What follows belongs to an exercise in optimizing a design on an open flow for small area and few clock cycles; a production flow would make more cautious choices.
RTL that was checked went through simulation tests only; none was proved equivalent to the original.

==> 12-19 <==
## alu
module alu #(
	parameter INST_W = 4,
	parameter INT_W  = 6,
	parameter FRAC_W = 10,
	parameter DATA_W = INT_W + FRAC_W
)(
	input                      i_clk,
	input                      i_rst_n,
	input                      i_in_valid,
	output                     o_busy,
	input         [INST_W-1:0] i_inst,
	input  signed [DATA_W-1:0] i_data_a,
	input  signed [DATA_W-1:0] i_data_b,
	output                     o_out_valid,
	output        [DATA_W-1:0] o_data
);
export LEC_CHECK = 0
export ABC_AREA = 1
export CAP_MARGIN = 20
export CORE_MARGIN = 2
export CORE_UTILIZATION = 45
export CTS_BUF_LIST = sky130_fd_sc_hd__clkbuf_8
export CTS_CLUSTER_DIAMETER = 60
export CTS_CLUSTER_SIZE = 16
export GPL_TIMING_DRIVEN = 0
export SLEW_MARGIN = 20
create_clock -name core_clock -period 10.0 [get_ports {i_clk}]
run.sh (not shown) runs the stock make flow with config.mk's settings and CLKGATE_MAP_FILE= SYNTH_SCRIPT=/design/flow/synth_recipe.tcl, a recipe that flattens the netlist after the stock synthesis.
==> 02-07 (differences from 12-19) <==
- CAP_MARGIN: 20 -> 0
- CTS_BUF_LIST: sky130_fd_sc_hd__clkbuf_8 -> sky130_fd_sc_hd__clkbuf_4
- CTS_CLUSTER_DIAMETER: 60 -> unset
- CTS_CLUSTER_SIZE: 16 -> unset
- GPL_TIMING_DRIVEN: 0 -> unset
- SLEW_MARGIN: 20 -> 0
==> 09-01 (differences from 12-19) <==
- ABC_AREA: 1 -> unset
- CAP_MARGIN: 20 -> 0
- CTS_BUF_LIST: sky130_fd_sc_hd__clkbuf_8 -> sky130_fd_sc_hd__clkbuf_4
- CTS_CLUSTER_DIAMETER: 60 -> unset
- CTS_CLUSTER_SIZE: 16 -> unset
- GPL_TIMING_DRIVEN: 0 -> unset
- SLEW_MARGIN: 20 -> 0
==> qor summary <==
|  | 09-01 | 12-19 | 02-07 |
|---|---|---|---|
| Clock-pin slew reported for the worst setup and hold paths after clock tree synthesis | 0.06 ns | 0.10 ns | 0.08 ns |
| Worst path most repeated cell | sky130_fd_sc_hd__fa_1 | sky130_fd_sc_hd__fa_1 | sky130_fd_sc_hd__nand2_1 |
| Path length in cells of the critical path | 31 | 33 | 35 |
| Hold Path Depth | 1 | 2 | 1 |
| Compound-Gate Fraction of Synth Area | 21.3% | 14.1% | 14.1% |
| Slowest library cell on the worst path | sky130_fd_sc_hd__or4b_4 | sky130_fd_sc_hd__clkdlybuf4s50_1 | sky130_fd_sc_hd__clkdlybuf4s50_1 |
| Multi-input gates | 1709 | 1955 | 1955 |
| Launch point of the worst reg-to-reg path | acc_v[14] | acc_v[3] | acc_v[5] |
| Fillers | 4905 | 5230 | 5287 |
| Routed wirelength normalized by instance count | 29.4 um | 27.2 um | 26.2 um |
| Fraction of final layout cells with drive strength greater than 1 | 21.0% | 9.03% | 14.3% |
| Run status | timing/DRC/antenna clean | timing/DRC/antenna clean | timing/DRC/antenna clean |
No functional check of the RTL was part of any run of this note.


==> try-yarrow <==
alu, a different RTL version from the one above (not shown whole).
clock: 10.0 ns
lec_check: 0
abc_area: 1
cap_margin: 20
core_margin: 2
core_utilization: 45
slew_margin: 20
==> try-cedar (differences from try-yarrow) <==
--- a/flow/design.v
+++ b/flow/design.v
@@ -591,10 +591,19 @@
 			4'd9: f_res = r_rev;
 			default: f_res = 16'd0;
 		endcase
 	endfunction
 	wire [15:0] res = f_res(op, ad_res, mul_res, sp_res, a ^ b, ars_res, rot_res,
 	                        {11'd0, clz}, rev_res);
+	reg        out_v_r;
+	reg [15:0] out_d_r;
+	always @(posedge i_clk or negedge i_rst_n)
+		if (!i_rst_n)
+			out_v_r <= 1'b0;
+		else
+			out_v_r <= res_v;
+	always @(posedge i_clk)
+		out_d_r <= res;
 	assign o_busy      = 1'b0;
-	assign o_out_valid = res_v;
-	assign o_data      = res;
+	assign o_out_valid = out_v_r;
+	assign o_data      = out_d_r;
 endmodule
Settings changed: CTS_BUF_LIST from default to sky130_fd_sc_hd__clkbuf_8, CTS_CLUSTER_DIAMETER from default to 60, CTS_CLUSTER_SIZE from default to 16, GPL_TIMING_DRIVEN from default to 0.
==> try-indigo (differences from try-yarrow) <==
--- a/flow/design.v
+++ b/flow/design.v
@@ -591,10 +591,19 @@
 			4'd9: f_res = r_rev;
 			default: f_res = 16'd0;
 		endcase
 	endfunction
 	wire [15:0] res = f_res(op, ad_res, mul_res, sp_res, a ^ b, ars_res, rot_res,
 	                        {11'd0, clz}, rev_res);
+	reg        out_v_r;
+	reg [15:0] out_d_r;
+	always @(posedge i_clk or negedge i_rst_n)
+		if (!i_rst_n)
+			out_v_r <= 1'b0;
+		else
+			out_v_r <= res_v;
+	always @(posedge i_clk)
+		out_d_r <= res;
 	assign o_busy      = 1'b0;
-	assign o_out_valid = res_v;
-	assign o_data      = res;
+	assign o_out_valid = out_v_r;
+	assign o_data      = out_d_r;
 endmodule
Settings changed: CTS_BUF_LIST from default to sky130_fd_sc_hd__clkbuf_16, CTS_CLUSTER_DIAMETER from default to 80, CTS_CLUSTER_SIZE from default to 24, GPL_TIMING_DRIVEN from default to 0.
==> try-raven (differences from try-yarrow) <==
--- a/flow/design.v
+++ b/flow/design.v
@@ -591,10 +591,19 @@
 			4'd9: f_res = r_rev;
 			default: f_res = 16'd0;
 		endcase
 	endfunction
 	wire [15:0] res = f_res(op, ad_res, mul_res, sp_res, a ^ b, ars_res, rot_res,
 	                        {11'd0, clz}, rev_res);
+	reg        out_v_r;
+	reg [15:0] out_d_r;
+	always @(posedge i_clk or negedge i_rst_n)
+		if (!i_rst_n)
+			out_v_r <= 1'b0;
+		else
+			out_v_r <= res_v;
+	always @(posedge i_clk)
+		out_d_r <= res;
 	assign o_busy      = 1'b0;
-	assign o_out_valid = res_v;
-	assign o_data      = res;
+	assign o_out_valid = out_v_r;
+	assign o_data      = out_d_r;
 endmodule
Settings changed: CAP_MARGIN 20 to 0, CTS_BUF_LIST from default to sky130_fd_sc_hd__clkbuf_4, SLEW_MARGIN 20 to 0.
==> notes <==
- Hold slack: try-indigo < try-cedar < try-raven < try-yarrow.
- In try-cedar the critical path depth is lower than in try-raven, by 8.
- In try-raven the clock skew is higher than in try-indigo, by 0.061 ns.
- Of try-indigo and try-yarrow, try-indigo has the higher sequential cell count (gap 17).
- Worst setup slack, lowest first: try-yarrow, try-indigo, try-cedar, try-raven.
- Sequential share of layout area, highest first: try-cedar, try-indigo, try-raven, try-yarrow.
- First-iteration DRC count, highest first: try-raven, try-indigo, try-cedar, try-yarrow.
- try-raven completed with no timing, DRC or antenna violations. try-indigo ran to the end with no violations. try-yarrow completed and failed the layout checks on setup timing. try-cedar finished with timing, DRC and antenna clean.
- Global-route usage: try-yarrow is higher than try-cedar (1.2 points).
- Via count, lowest first: try-cedar, try-indigo, try-raven, try-yarrow.
- In try-indigo the core utilization is higher than in try-cedar, by 0.42 points.
Testbench counts of try-cedar, summed over its fixed seeds: cycles 8,008.
Testbench counts of try-indigo, summed over its fixed seeds: cycles 8,008.
Testbench counts of try-raven, summed over its fixed seeds: cycles 8,008.
Only the layout flow was run in try-yarrow; the RTL was not checked for function there.

## port drivers added, routing unchanged
In the flow no input, the clock included, has a driving cell. The finished layouts below were timed again as built, in two steps. Step 1, drivers: a clkbuf_16 drives i_clk and a buf_2 each remaining input, both assumed. Step 2 adds t to the input delays and takes it off the output delays; t is the mean of the earliest and latest rising clock arrival at the registers after step 1. Input paths then give back, and output paths get back, about the clock's delay inside the block. a / b / c = ideal ports / drivers / drivers and shift; a / b = the first two.
run	t (ns)	setup slack, ns	worst setup path after step 2	slew at the worst register clock pin (ns)
12-19	0.691	0.252 / 0.275 / -0.416	input to register	0.11 / 0.11
02-07	0.859	1.014 / 0.945 / 0.087	input to register	0.08 / 0.08
09-01	0.858	0.343 / 0.363 / -0.495	input to register	0.08 / 0.08
try-yarrow	0.593	-0.299 / -0.338 / -0.338	input to output	0.07 / 0.07
try-cedar	0.710	0.397 / 0.426 / -0.285	input to register	0.10 / 0.10
try-indigo	0.625	0.304 / 0.335 / -0.290	input to register	0.10 / 0.10
try-raven	0.869	0.975 / 0.995 / 0.127	input to register	0.08 / 0.08
With both steps, setup timing fails in 12-19, 09-01, try-cedar and try-indigo, where it was met with ideal ports. For 02-07, which loses most, drivers alone change the setup slack by -0.069 ns; drivers and shift together by -0.927 ns.
